Context: an optimization exercise on an open-source flow, tuned for small area. The choices shown serve that exercise and are no tape-out recipe.
In this exercise RTL edits were held to simulation tests only and were not proved equivalent to the original.
No activity file was given, so power comes from the tool's default toggle rates.

$ cat flow/downsize.tcl
# Swap every combinational cell to the smallest drive strength of its kind;
# the resizer later upsizes only where slew, capacitance or timing needs it.
set n_swapped 0
foreach inst [get_cells *] {
  set master [get_property $inst ref_name]
  if {![regexp {^(sky130_fd_sc_hd__[a-z0-9]+)_([0-9]+)$} $master -> base size]} { continue }
  if {[regexp {df|dl|edf|sdf|clk|tap|fill|decap|conb|diode} $base]} { continue }
  foreach s {0 1} {
    if {$s >= $size} { break }
    set cand [get_lib_cells -quiet */${base}_$s]
    if {[llength $cand] > 0 && [lsearch $::env(DONT_USE_CELLS) ${base}_$s] < 0} {
      replace_cell $inst [get_full_name [lindex $cand 0]]
      incr n_swapped
      break
    }
  }
}
puts "downsize: swapped $n_swapped cells"
$ cat standard.sh
#!/bin/bash
# synth_recipe.tcl (not shown) runs the flow's synth.tcl, then flattens the netlist and writes it again
# the make line also repeats each setting of config.mk as NAME=value (left out here)
make -C /OpenROAD-flow-scripts/flow DESIGN_CONFIG=/design/flow/config.mk WORK_HOME=/design/flow/orfs CLKGATE_MAP_FILE= SYNTH_SCRIPT=/design/flow/synth_recipe.tcl "${@:-finish}"
$ cat design.v
`timescale 1ns/1ps
module fifo_aoi222 (
	input logic a0, b0, a1, b1, a2, b2,
	output logic y
);
	assign y = ~((a0 & b0) | (a1 & b1) | (a2 & b2));
endmodule
module fifo_aoi22 (
	input logic a0, b0, a1, b1,
	output logic y
);
	assign y = ~((a0 & b0) | (a1 & b1));
endmodule
module fifo_oai22 (
	input logic a0, b0, a1, b1,
	output logic y
);
	assign y = ~((a0 | b0) & (a1 | b1));
endmodule
module fifo_nor3 (
	input logic a, b, c,
	output logic y
);
	assign y = ~(a | b | c);
endmodule
module fifo_nand4 (
	input logic a, b, c, d,
	output logic y
);
	assign y = ~(a & b & c & d);
endmodule
module fifo_nand2 (
	input logic a, b,
	output logic y
);
	assign y = ~(a & b);
endmodule
module fifo_inv (
	input logic a,
	output logic y
);
	assign y = ~a;
endmodule
module fifo_oa22 (
	input logic a0, b0, a1, b1,
	output logic y
);
	assign y = (a0 | b0) & (a1 | b1);
endmodule
`timescale 1ns/1ps
module easy_fifo_sync #
(
    parameter int DWIDTH = 32,
    parameter int DEPTH = 64,
    parameter int INPUT_REG = 0,
    parameter int OUTPUT_REG = 0
)
(
    input logic rst,
    input logic clk,
    input logic [DWIDTH-1:0] wr_data,
    input logic wr_en,
    output logic wr_full,
    input logic rd_en,
    output logic [DWIDTH-1:0] rd_data,
    output logic rd_empty,
	output logic [$clog2(DEPTH):0] fifo_cnt
);
	localparam int CW = $clog2(DEPTH) + 1;  
	localparam int SEG = 5;                 
	localparam int NBUF = SEG - 1;          
	localparam int BW = $clog2(NBUF + 1);   
	localparam int RING = DEPTH - NBUF;     
	localparam int AW = $clog2(RING);       
	localparam int NSEG = RING / SEG;       
	localparam int LAST = RING - 1;         
	logic [DWIDTH-1:0] ring [RING-1:0];
	logic [DWIDTH-1:0] buf_w [NBUF-1:0];
	logic [AW-1:0] hp;                      
	logic [AW-1:0] tp;                      
	logic [AW-1:0] n;                       
	logic [AW-1:0] n_next;
	logic ring_empty;                       
	logic [BW-1:0] bc;                      
	logic wr_prev, rd_prev;                 
	logic [CW-1:0] held;
	logic ring_full, from_buf, at_tap, at_ins;
	logic wr_acc, rd_acc, rd_ring, rd_wait;
	logic [AW-1:0] ins_pos;
	logic can_ins, ins, take, store, store_n;
	logic [AW-1:0] hp_inc, ins_pos_inc;     
	logic [NBUF-1:0] buf_sel;               
	logic [NSEG-1:0] ins_seg;               
	logic [NSEG-1:0] ins_seg_n;
	logic [NSEG-1:0] tap_sel;               
	logic [DWIDTH-1:0] src, src_n;          
	logic [DWIDTH-1:0] ring_d [NSEG-1:0];   
	assign held = fifo_cnt + CW'(wr_prev) - CW'(rd_prev);
	assign wr_full = held[CW-1];            
	assign wr_acc = wr_en & ~wr_full;
	assign ring_full = n == AW'(RING);
	assign from_buf = bc != '0;
	always_comb begin
		at_tap = 1'b0;
		for (int k = 0; k < NSEG; k++) begin
			tap_sel[k] = ~ring_empty && hp == AW'((k * SEG + RING - 1) % RING);
			at_tap = at_tap | (hp == AW'((k * SEG + RING - 1) % RING));
		end
	end
	assign rd_empty = ring_empty ? ~(from_buf | wr_en) : ~at_tap;
	assign rd_acc = rd_en & ~rd_empty;
	assign rd_ring = rd_acc & ~ring_empty;
	assign rd_wait = rd_acc & ring_empty;
	assign ins_pos = ring_empty ? '0 : tp;
	assign hp_inc = (hp == AW'(LAST)) ? '0 : hp + 1'b1;
	assign ins_pos_inc = (ins_pos == AW'(LAST)) ? '0 : ins_pos + 1'b1;
	always_comb begin
		at_ins = 1'b0;
		for (int k = 0; k < NSEG; k++)
			at_ins = at_ins | (ins_pos == AW'(k * SEG));
	end
	assign can_ins = at_ins & (~ring_full | rd_ring);
	assign ins = (from_buf | wr_acc) & can_ins & ~rd_wait;
	assign take = ins | rd_wait;
	assign n_next = n + AW'(ins) - AW'(rd_ring);
	always_comb
		for (int k = 0; k < NSEG; k++)
			ins_seg[k] = ins && ins_pos == AW'(k * SEG);
	assign ins_seg_n = ~ins_seg;
	assign store = wr_acc & ~(take & ~from_buf);
	assign store_n = ~store;
	always_comb
		for (int i = 0; i < NBUF; i++)
			buf_sel[i] = bc == BW'(i + 1);
	always_ff @(posedge clk) begin
		if (rst) begin
			n <= '0;
			ring_empty <= 1'b1;
			hp <= '0;
			tp <= '0;
			bc <= '0;
			fifo_cnt <= '0;
			wr_prev <= 1'b0;
			rd_prev <= 1'b0;
		end
		else begin
			n <= n_next;
			ring_empty <= n_next == '0;
			hp <= ring_empty ? '0 : (rd_ring ? hp : hp_inc);
			tp <= ins ? ins_pos : ins_pos_inc;
			bc <= bc + BW'(store) - BW'(take & from_buf);
			fifo_cnt <= held;
			wr_prev <= wr_acc;
			rd_prev <= rd_acc;
		end
	end
	always_ff @(posedge clk) begin
		for (int p = 0; p < RING; p++)
			if (p % SEG == 0)
				ring[p] <= ring_d[p / SEG];
			else
				ring[p] <= ring[p-1];
	end
	for (genvar b = 0; b < DWIDTH; b++) begin : g_bit
		for (genvar i = 0; i < NBUF; i++) begin : g_buf
			logic d;
			fifo_oa22 u_buf (.a0(store), .b0(buf_w[i][b]), .a1(store_n),
				.b1((i == 0) ? wr_data[b] : buf_w[(i == 0) ? 0 : i - 1][b]), .y(d));
			always_ff @(posedge clk)
				buf_w[i][b] <= d;
		end
		logic src_lo0, src_lo1;
		fifo_aoi222 u_src0 (.a0(buf_sel[0]), .b0(buf_w[0][b]), .a1(buf_sel[1]), .b1(buf_w[1][b]),
			.a2(buf_sel[2]), .b2(buf_w[2][b]), .y(src_lo0));
		fifo_aoi22 u_src1 (.a0(buf_sel[3]), .b0(buf_w[3][b]), .a1(~from_buf), .b1(wr_data[b]), .y(src_lo1));
		fifo_nand2 u_src (.a(src_lo0), .b(src_lo1), .y(src[b]));
		fifo_inv u_srcn (.a(src[b]), .y(src_n[b]));
		for (genvar k = 0; k < NSEG; k++) begin : g_ins
			fifo_oai22 u_ins (.a0(ins_seg[k]), .b0(ring[(k * SEG + RING - 1) % RING][b]),
				.a1(ins_seg_n[k]), .b1((k % 2 == 1) ? src[b] : src_n[b]), .y(ring_d[k][b]));
		end
		logic ev0, ev1, ev2, od0, od1, od2, od_n;
		fifo_aoi222 u_ev0 (.a0(tap_sel[1]), .b0(ring[4][b]), .a1(tap_sel[3]), .b1(ring[14][b]),
			.a2(tap_sel[5]), .b2(ring[24][b]), .y(ev0));
		fifo_aoi222 u_ev1 (.a0(tap_sel[7]), .b0(ring[34][b]), .a1(tap_sel[9]), .b1(ring[44][b]),
			.a2(tap_sel[11]), .b2(ring[54][b]), .y(ev1));
		fifo_nand2 u_ev2 (.a(ring_empty), .b(src[b]), .y(ev2));
		fifo_oai22 u_od0 (.a0(~tap_sel[0]), .b0(ring[59][b]), .a1(~tap_sel[2]), .b1(ring[9][b]), .y(od0));
		fifo_oai22 u_od1 (.a0(~tap_sel[4]), .b0(ring[19][b]), .a1(~tap_sel[6]), .b1(ring[29][b]), .y(od1));
		fifo_oai22 u_od2 (.a0(~tap_sel[8]), .b0(ring[39][b]), .a1(~tap_sel[10]), .b1(ring[49][b]), .y(od2));
		fifo_nor3 u_od (.a(od0), .b(od1), .c(od2), .y(od_n));
		fifo_nand4 u_rd (.a(od_n), .b(ev0), .c(ev1), .d(ev2), .y(rd_data[b]));
	end
endmodule
$ cat config.mk
export PLATFORM = sky130hd
export DESIGN_NAME = easy_fifo_sync
export DESIGN_NICKNAME = easy_fifo_sync
export VERILOG_FILES = /design/flow/design.v
export SDC_FILE = /design/flow/constraint.sdc
export NUM_CORES = 4
export LEC_CHECK = 0
export CAP_MARGIN = 20
export CORE_MARGIN = 2
export CORE_UTILIZATION = 55
export PLACE_DENSITY = 0.7
export SLEW_MARGIN = 20
export SYNTH_HIERARCHICAL = 1
export SYNTH_MINIMUM_KEEP_SIZE = 0
$ cat flow/run.sh
#!/bin/bash
# Standard layout (the standard.sh) with three changes:
#  - after floorplan every combinational cell is set to its smallest drive
#    strength (flow/downsize.tcl); the resizer upsizes only where needed;
#  - ports are buffered with buf_1 instead of the default buffer cell;
#  - the clock tree uses fewer, larger sink clusters driven by clkbuf_16 and no
#    dummy loads.
set -o pipefail
export POST_FLOORPLAN_TCL="$PWD/flow/downsize.tcl"
export BUFFER_PORTS_ARGS="-buffer_cell sky130_fd_sc_hd__buf_1"
export CTS_ARGS="-sink_clustering_enable -repair_clock_nets -dont_use_dummy_load -sink_clustering_size 28 -sink_clustering_max_diameter 80 -sink_clustering_buffer sky130_fd_sc_hd__clkbuf_16 -buf_list sky130_fd_sc_hd__clkbuf_16"
bash standard.sh finish > standard.log 2>&1
$ cat constraint.sdc
create_clock -name core_clock -period 6.0 [get_ports {clk}]
set_input_delay 1.2000 -clock core_clock [delete_from_list [all_inputs] [get_ports {clk}]]
set_output_delay 1.2000 -clock core_clock [all_outputs]
set_load 0.01 [all_outputs]
==> results of run 1 <==
[Yosys stat by module (local to each module, per instance)]
module          area, sq um  copies in the design  flops+latches
easy_fifo_sync        43800                     1           2079
fifo_aoi22             12.5                    32              0
fifo_aoi222            10.0                    96              0
fifo_inv               3.75                    32              0
fifo_nand2             3.75                    64              0
fifo_nand4             6.26                    32              0
fifo_nor3              10.0                    32              0
fifo_oa22              8.76                   128              0
fifo_oai22             6.26                   480              0
[worst paths after layout]
kind,start,end,depth (start not counted)
hold reg to reg,ring[2][16],ring[3][16],0
setup reg to reg,ring_empty,ring[45][16],8
setup / recovery,ring_empty,rd_data[12],8
hold / removal,ring[2][16],ring[3][16],0
[cell usage in the layout, fill, tap and decap left out, drive strengths merged, types with 4 or more instances in the layout]
| cell type | instances |
|---|---|
| clkbuf | 86 |
| buf | 131 |
| a21oi | 15 |
| and2 | 9 |
| nor3 | 41 |
| o22ai | 481 |
| nand3 | 9 |
| or2 | 5 |
| and3 | 10 |
| inv | 65 |
| nand2b | 8 |
| a21o | 4 |
| nor3b | 5 |
| o22a | 128 |
| nor2b | 16 |
| and4 | 8 |
| a22oi | 33 |
| xor2 | 4 |
| ha | 25 |
| nand4 | 43 |
| nor2 | 24 |
| o21ai | 8 |
| nand2 | 83 |
| or3 | 5 |
| dfxtp | 2079 |
| a222oi | 96 |
| xnor2 | 8 |
[sequential cells by signal, indices dropped and copies added (netlist names)]
register / count
ring: 1920
buf_w: 128
fifo_cnt: 7
hp: 6
n: 6
tp: 6
bc: 3
rd_prev: 1
ring_empty: 1
wr_prev: 1
[area by class of cell]
type,count,area share
Sequential cell,2079,0.769
Multi-Input combinational cell,1125,0.146
Clock buffer,86,0.0397
Tap cell,1176,0.0272
Timing Repair Buffer,131,0.0138
Inverter,65,0.00451
[where the power goes]
part | switching (uW) | internal [uW]
Sequential | 1490 | 17900
Combinational | 3320 | 1950
Clock | 3830 | 2580
Total | 8640 | 22500
[synth_stat cells (all sizes together), types with 8 or more instances]
| cell | n | area (sq um) |
|---|---|---|
| a21oi | 15 | 78.8 |
| xnor2 | 8 | 77.6 |
| buf | 15 | 101 |
| nand2b | 8 | 50.1 |
| a22oi | 33 | 408 |
| nor2b | 16 | 100 |
| nand3 | 9 | 45.0 |
| nand2 | 83 | 312 |
| nor3 | 41 | 365 |
| o22a | 128 | 1120 |
| inv | 65 | 244 |
| o22ai | 481 | 3010 |
| o21ai | 8 | 51.3 |
| dfxtp | 2079 | 41600 |
| ha | 25 | 313 |
| nor2 | 24 | 90.1 |
| a222oi | 96 | 961 |
| clkbuf | 8 | 30.0 |
| and3 | 10 | 67.6 |
| and4 | 8 | 70.1 |
| nand4 | 43 | 275 |
| and2 | 9 | 56.3 |
[metal layers]
layer,GRT usage,routed length [um],vias up
met5,0.00258,0,-
met4,0.0872,4090,0
met1,0.339,50700,13136
met2,0.362,49600,1152
li1,-,-,12288
met3,0.0432,9410,267
[cell families after synthesis]
kind of cell,count (synthesis)
flops,2079
compound gates,796
simple gates,284
buf+inv,88
fa+ha+maj,28
xor+xnor,12
mux,5
[critical path, delay by kind of cell, from the launching register on]
kind	cells	cell delay, ns
buffers and inverters	3	1.28
AND/OR/NAND/NOR	4	1.47
AO/OA/AOI/OAI	1	0.10
flip-flops	1	0.40
[through the flow]
stage               area, sq um  power, uW  worst slack [ns]
CTS                       54100      31100             0.925
global route              54100      32500             0.836
detailed placement        52000      24900              1.38
global placement          52000      24700              1.48
finish                    54100      31100             0.881
floorplan                 50200      22700             0.391
==> summary.txt, run 1 <==
Run status
  • Result of the run: complete, no violations

Logic synthesis
  • Async set-or-reset flop fraction in the synthesized netlist: 0
  • Post-Synth Adder-Cell Area: 0.00744
  • Gate count of the mapped netlist: 3,292
  • Area share of and/or/nand/nor cells after synthesis: 0.0336
  • Yosys warns: 12
  • XOR/XNOR share of the synthesized area: 0.00225
  • Synthesized area divided by synthesized cell count: 15.2 sq um
  • Mux contribution to synthesized area: 0.00105
  • Fraction of the mapped netlist area in compound gates: 0.118
  • Main combinational cell family by area after synthesis: compound AO/OA/AOI/OAI gates
  • Number of storage elements in the synthesis netlist: 2,079
  • Post-Syn Nets: 3,356
  • Count of flip-flops with a built-in enable after synthesis: 0
  • Netlist cell types: 69
  • Flip-flop cell with the highest count after synthesis: sky130_fd_sc_hd__dfxtp_1
  • Cell area after synthesis: 50,100 sq um
  • Part of the Yosys area used for sequential elements: 0.830

Critical path
  • Critical path endpoint category: output port
  • Cell chain of the critical path: buf_4 > nor2b_1 > nand2_2 > buf_4 > o22ai_1 > nor3_1 > nand4_1 > buf_1
  • Critical path required time: 4.80 ns
  • Most repeated library cell on the critical path: sky130_fd_sc_hd__buf_4
  • R2R Setup Slk: 1.25 ns
  • Setup crit start kind: register
  • Slowest library cell on the worst path: sky130_fd_sc_hd__nand2_2
  • Maximum fanout count along the critical path: 45
  • Largest stage delay on the critical path: 0.82 ns
  • Signal arrival time at the worst endpoint: 3.92 ns
  • Critical path type: register to output port

Layout
  • FF/Latch Area: 41,600 sq um
  • Count of fill cells added during filler insertion: 6,744
  • Inserted Diodes: 0
  • Net count of the finished layout: 3,552
  • Fraction of layout instances using a drive strength above 1: 0.0502
  • Layout-stage area growth over the synthesis result: 7.98%
  • Non-Filler Instances: 4,662
  • Finished Core Util: 0.601
  • Combined area of the multi-input logic cells: 7910 sq um

Global route
  • Largest net degree at the start of global routing: 129
  • Overall track demand over capacity in global routing: 0.237
  • Wire length of the first global-routing pass: 165,000 um
  • Initial antenna violation count: 1
  • Number of global-route vias before repair: 25,570
  • Remaining global-route overflow: 0

Timing
  • Clock Skews: 0.0689 ns
  • Sum of negative setup slack: 0 ns
  • Final hold vios: 0
  • Max transition margin: 0.226
  • Final setup violation count: 0
  • Highest Clock Rate: 0.195 GHz
  • Fin crit share: 0.853
  • Setup repair after global routing missed its margin: false
  • Pin slew with the least headroom to its limit: 1.16 ns
  • Max-slew violation count: 0
  • Worst hold margin: 0.299 ns
  • Time the worst path needs with I/O delays and setup: 5.12 ns

Hold path
  • Classification of the worst-slack hold path: register to register

Power
  • Static power due to leakage: 0.0212 uW
  • Pwr per Cell Area: 574 nW/um^2
  • Max IR drop VDD: 487 uV

Routing
  • Vias per cell: 5.76
  • Detailed-route wire length per cell: 24.4 um
  • Residual DRC count: 0
  • 1st-iter DRT viols: 2,884
  • Number of antenna-violating nets in the routed design: 0
  • Aggregate routed wire length: 114,000 um
  • Vias: 26,843
  • Number of iterations in the first detailed-routing pass: 6

Die
  • Count of standard-cell rows: 110
  • Full die area: 93,600 sq um
  • Top Ports: 77
  • Die H: 306 um
  • Initial standard-cell utilization of the core: 0.556
  • Chip Width: 306 um
  • Area of the core: 90,100 sq um

Clock tree
  • Post-CTS Hold Buffers: 0
  • Post-cts sizing count: 0
  • Root buffer cell: sky130_fd_sc_hd__clkbuf_16
  • H-tree levels: 3
  • Number of buffers inserted by post-CTS setup repair: 0
  • Sinks on the clock net: 2,079
  • CTS buffer count: 86
  • CTS tree: done
  • CTS max path bufs: 3
  • Clock Latency Late Sink: 0.67 ns
  • Clock input transition at the sequential cells of the worst setup and hold paths: 0.10 ns

Placed design
  • DPL Wire Length: 63,700 um
  • Number of cells after detailed placement: 4,576
  • Final weighted congestion in routability-driven placement: 0.797
  • IO buf count: 76

Flow run
  • Maximum Capacitance Violations: 0
==> run 2: changes to the inputs <==
--- a/design.v
+++ b/design.v
@@ -75,7 +75,9 @@
 	localparam int NSEG = RING / SEG;       
-	localparam int LAST = RING - 1;         
+	localparam int OW = $clog2(SEG);        
+	localparam int GW = $clog2(NSEG);       
+	localparam int PW = GW + OW;            
 	logic [DWIDTH-1:0] ring [RING-1:0];
 	logic [DWIDTH-1:0] buf_w [NBUF-1:0];
-	logic [AW-1:0] hp;                      
-	logic [AW-1:0] tp;                      
+	logic [PW-1:0] hp;                      
+	logic [PW-1:0] tp;                      
 	logic [AW-1:0] n;                       
@@ -88,5 +90,5 @@
 	logic wr_acc, rd_acc, rd_ring, rd_wait;
-	logic [AW-1:0] ins_pos;
+	logic [PW-1:0] ins_pos;
 	logic can_ins, ins, take, store, store_n;
-	logic [AW-1:0] hp_inc, ins_pos_inc;     
+	logic [PW-1:0] hp_inc, ins_pos_inc;     
 	logic [NBUF-1:0] buf_sel;               
@@ -102,9 +104,6 @@
 	assign from_buf = bc != '0;
-	always_comb begin
-		at_tap = 1'b0;
-		for (int k = 0; k < NSEG; k++) begin
-			tap_sel[k] = ~ring_empty && hp == AW'((k * SEG + RING - 1) % RING);
-			at_tap = at_tap | (hp == AW'((k * SEG + RING - 1) % RING));
-		end
-	end
+	assign at_tap = hp[OW-1:0] == OW'(SEG - 1);
+	always_comb
+		for (int k = 0; k < NSEG; k++)
+			tap_sel[k] = ~ring_empty && at_tap && hp[PW-1:OW] == GW'((k + NSEG - 1) % NSEG);
 	assign rd_empty = ring_empty ? ~(from_buf | wr_en) : ~at_tap;
@@ -114,9 +113,17 @@
 	assign ins_pos = ring_empty ? '0 : tp;
-	assign hp_inc = (hp == AW'(LAST)) ? '0 : hp + 1'b1;
-	assign ins_pos_inc = (ins_pos == AW'(LAST)) ? '0 : ins_pos + 1'b1;
 	always_comb begin
-		at_ins = 1'b0;
-		for (int k = 0; k < NSEG; k++)
-			at_ins = at_ins | (ins_pos == AW'(k * SEG));
-	end
+		if (hp[OW-1:0] != OW'(SEG - 1))
+			hp_inc = {hp[PW-1:OW], hp[OW-1:0] + 1'b1};
+		else if (hp[PW-1:OW] != GW'(NSEG - 1))
+			hp_inc = {hp[PW-1:OW] + 1'b1, {OW{1'b0}}};
+		else
+			hp_inc = '0;
+		if (ins_pos[OW-1:0] != OW'(SEG - 1))
+			ins_pos_inc = {ins_pos[PW-1:OW], ins_pos[OW-1:0] + 1'b1};
+		else if (ins_pos[PW-1:OW] != GW'(NSEG - 1))
+			ins_pos_inc = {ins_pos[PW-1:OW] + 1'b1, {OW{1'b0}}};
+		else
+			ins_pos_inc = '0;
+	end
+	assign at_ins = ins_pos[OW-1:0] == '0;
 	assign can_ins = at_ins & (~ring_full | rd_ring);
@@ -127,3 +134,3 @@
 		for (int k = 0; k < NSEG; k++)
-			ins_seg[k] = ins && ins_pos == AW'(k * SEG);
+			ins_seg[k] = ins && ins_pos[PW-1:OW] == GW'(k);
 	assign ins_seg_n = ~ins_seg;
==> summary.txt, run 2 <==
Run status
  • Result of the run: complete, no violations

Critical path
  • Signal arrival time at the worst endpoint: 4.20 ns
  • Largest stage delay on the critical path: 0.78 ns
  • Critical path type: register to output port
  • Slowest library cell on the worst path: sky130_fd_sc_hd__nand2_2
  • Family of cells with the greatest summed delay on the critical path: simple AND/OR/NAND/NOR gates
  • Cell chain of the critical path: inv_1 > ha_1 > nand2_1 > nor4_1 > nand2_2 > buf_4 > o22ai_1 > nor3_1 > nand4_1 > buf_1
  • Crit path buf inv count: 3
  • Path length in cells of the critical path: 10
  • Startpoint of the worst register-to-register path: wr_prev
  • Logic depth of the worst register-to-register path: 13
  • Setup crit start kind: register
  • Critical path endpoint category: output port
  • Capture point of the worst reg-to-reg path: ring[35][27]
  • R2R Setup Slk: 1.51 ns
  • Maximum fanout count along the critical path: 18
  • Critical path required time: 4.80 ns
  • End point of the critical path: rd_data[22]
  • Beginning of the critical path: hp[0]

Die
  • Top Ports: 77
  • Count of standard-cell rows: 110
  • Die H: 305 um
  • Area of the core: 89,900 sq um
  • Full die area: 92,800 sq um
  • Initial standard-cell utilization of the core: 0.553
  • Chip Width: 305 um

Routing
  • Met3 wire length: 9250 um
  • Vias: 26,298
  • Number of iterations in the first detailed-routing pass: 6
  • Residual DRC count: 0
  • Total met2 wirelength after detailed routing: 47,400 um
  • Detailed-route wire length per cell: 24.1 um
  • Met1 routed wirelength after detailed routing: 51,700 um
  • 1st-iter DRT viols: 2,966
  • Aggregate routed wire length: 111,000 um
  • Number of antenna-violating nets in the routed design: 0
  • Vias per cell: 5.70
  • Top Metal Used: met5

Layout
  • Most frequent cells in the layout: sky130_fd_sc_hd__dfxtp_1 (2,080), sky130_fd_sc_hd__o22ai_1 (481), sky130_fd_sc_hd__o22a_1 (128)
  • Flip-flop count of the largest register, all copies and words added: 1,920
  • Most frequent standard cell in the layout excluding fill and tap cells: sky130_fd_sc_hd__dfxtp_1
  • Largest registers in the final layout: ring (1920), buf_w (128)
  • Most flop-heavy register: ring
  • Net count of the finished layout: 3,507
  • Inserted Diodes: 0
  • Fraction of layout instances using a drive strength above 1: 0.0518
  • Layout-stage area growth over the synthesis result: 8.13%
  • Count of fill cells added during filler insertion: 6,795

Logic synthesis
  • Cell area after synthesis: 49,700 sq um
  • Most common library cells after synthesis: sky130_fd_sc_hd__dfxtp_1 (2,081), sky130_fd_sc_hd__o22ai_1 (481), sky130_fd_sc_hd__o22a_1 (128)
  • Number of storage elements in the synthesis netlist: 2,081
  • Share of Yosys cell area claimed by the top area cell type: 0.838
  • Cells taking the most area after synthesis: sky130_fd_sc_hd__dfxtp_1 (84%), sky130_fd_sc_hd__o22ai_1 (6.1%), sky130_fd_sc_hd__o22a_1 (2.3%)
  • Part of the Yosys area used for sequential elements: 0.838
  • Gate count of the mapped netlist: 3,231
  • Most area-hungry cell type in the Yosys netlist: sky130_fd_sc_hd__dfxtp_1
  • Post-Syn Nets: 3,299
  • Yosys warns: 12
  • Most common cell in the synthesized netlist: sky130_fd_sc_hd__dfxtp_1
  • Count of flip-flops with a built-in enable after synthesis: 0
  • Netlist cell types: 52
  • Synthesized area divided by synthesized cell count: 15.4 sq um
  • Flip-flop cell with the highest count after synthesis: sky130_fd_sc_hd__dfxtp_1
  • Async set-or-reset flop fraction in the synthesized netlist: 0

Clock tree
  • Clock input transition at the sequential cells of the worst setup and hold paths: 0.10 ns
  • CTS max path bufs: 3
  • CTS buffer count: 86
  • H-tree levels: 3
  • Root buffer cell: sky130_fd_sc_hd__clkbuf_16
  • Clock Latency Late Sink: 0.65 ns
  • Number of buffers inserted by post-CTS setup repair: 0
  • Sinks on the clock net: 2,081
  • CTS tree: done
  • Post-CTS Hold Buffers: 0
  • Post-cts sizing count: 0

Timing
  • Clock Skews: 0.0712 ns
  • Max transition margin: 0.208
  • Time the worst path needs with I/O delays and setup: 5.40 ns
  • Final hold vios: 0
  • Fin crit share: 0.899
  • Pin slew with the least headroom to its limit: 1.19 ns
  • Final setup violation count: 0
  • Setup repair after global routing missed its margin: false
  • Highest Clock Rate: 0.185 GHz
  • Max-slew violation count: 0
  • Sum of negative setup slack: 0 ns
  • Final worst setup slack: 0.604 ns

Power
  • Pwr per Cell Area: 595 nW/um^2
  • Static power due to leakage: 0.0211 uW
  • Max IR drop VDD: 602 uV

Global route
  • Number of global-route vias before repair: 24,712
  • Remaining global-route overflow: 0
  • Largest net degree at the start of global routing: 129
  • Wire length of the first global-routing pass: 159,000 um
  • Overall track demand over capacity in global routing: 0.232
  • Initial antenna violation count: 1

Placed design
  • DPL Wire Length: 65,600 um
  • Final weighted congestion in routability-driven placement: 0.795
  • IO buf count: 76
  • Pre-CTS setup slack: 1.34 ns

Hold path
  • Classification of the worst-slack hold path: register to register

Flow run
  • Maximum Capacitance Violations: 0
## run 2: changes by cell type after synthesis, moves of 4 or more
cell                       before  now
sky130_fd_sc_hd__nor2_1        24   30
sky130_fd_sc_hd__and4_1         8    4
sky130_fd_sc_hd__nor2b_1       16    7
sky130_fd_sc_hd__or3_1          5    1
sky130_fd_sc_hd__nand2b_1       8    3
sky130_fd_sc_hd__buf_2          9    0
sky130_fd_sc_hd__nand4_1       42   37
sky130_fd_sc_hd__ha_1          25   29
## run 2: report_power, final
part           switching (uW)  total, uW  internal (uW)
registers                1750      20300          18500
logic                    3330       5290           1960
clock network            3830       6410           2580
## run 2: cell families after synthesis
| family | share of synthesized area |
|---|---|
| adder cells (fa/ha/maj) | 0.00850 |
| multiplexers | 0.00123 |
| XOR/XNOR | 0.00211 |
| flip-flops | 0.838 |
| AND/OR/NAND/NOR | 0.0292 |
| buffers and inverters | 0.00596 |
| AO/OA/AOI/OAI | 0.115 |
## run 2: worst min-delay path by stage
stage / startpoint / end / slack [ns] / cells past startpoint
2_1_floorplan: ring[10][0] / ring[11][0] / 0.31 / 0
3_3_place_gp: ring[43][17] / ring[44][17] / 0.31 / 0
3_5_place_dp: ring[13][11] / ring[14][11] / 0.31 / 0
4_1_cts: ring[12][3] / ring[13][3] / 0.29 / 0
5_1_grt: ring[56][13] / ring[57][13] / 0.29 / 0
6_report: ring[8][1] / ring[9][1] / 0.29 / 0
## run 2: metal layers
layer / vias to the layer above / global-route usage
met3: 200 / 0.0451
met4: 2 / 0.0702
met1: 12915 / 0.347
li1: 12057 / -
met2: 1124 / 0.341
met5: - / 0
## run 2: modules after synthesis, one instance, submodules excluded
module / cells inside / copies in the design
fifo_nand2: 1 / 64
fifo_aoi22: 1 / 32
fifo_nor3: 1 / 32
fifo_aoi222: 1 / 96
fifo_oa22: 1 / 128
fifo_nand4: 1 / 32
fifo_oai22: 1 / 480
easy_fifo_sync: 2335 / 1
fifo_inv: 1 / 32
## run 2: layout make-up
| class | instances | area, sq um | share of cell area |
|---|---|---|---|
| repair buffers | 131 | 714 | 0.0133 |
| clock buffers | 86 | 2150 | 0.0400 |
| well taps | 1176 | 1470 | 0.0274 |
| multi-input cells | 1074 | 7530 | 0.140 |
| inverters | 65 | 244 | 0.00454 |
| flip-flops and latches | 2081 | 41700 | 0.775 |
## run 2: stage by stage
step / util / total power, uW / hold slack (ns) / cell area [sq um] / cells
3_3_place_gp: 0.574 / 25500 / 0.309 / 51600 / 4526
5_1_grt: 0.598 / 33400 / 0.290 / 53800 / 4613
4_1_cts: 0.598 / 32000 / 0.288 / 53800 / 4612
2_1_floorplan: - / 23400 / 0.310 / 49700 / 3231
6_report: 0.598 / 32000 / 0.285 / 53800 / 4613
3_5_place_dp: 0.574 / 25800 / 0.312 / 51600 / 4526

## static timing again, ports no longer ideal
The flow's constraints put no driver on any port. The routed layouts listed below were extracted and timed again, unchanged, in two steps. Step 1 sets driving cells, clkbuf_16 on the clock port and buf_2 on the other inputs (assumed; they add their load-dependent delay and slew). Step 2 also shifts input and output timing later by t, the mid clock arrival at the registers, as if the neighbouring blocks saw the same clock. Slacks: ideal ports / drivers / drivers and shift; pairs: ideal ports / drivers.
| run | t, ns | setup WS [ns] | hold WS [ns] | latest minus earliest clock arrival (ns) | worst slew at a driven data input, ns |
|---|---|---|---|---|---|
| run 1 | 0.699 | 0.881 / 0.814 / 1.248 | 0.299 / 0.299 / 0.299 | 0.069 / 0.068 | 0.07 |
| run 2 | 0.697 | 0.604 / 0.534 / 1.231 | 0.285 / 0.285 / 0.285 | 0.106 / 0.106 | 0.04 |
After both steps setup and hold are still met in every run listed.
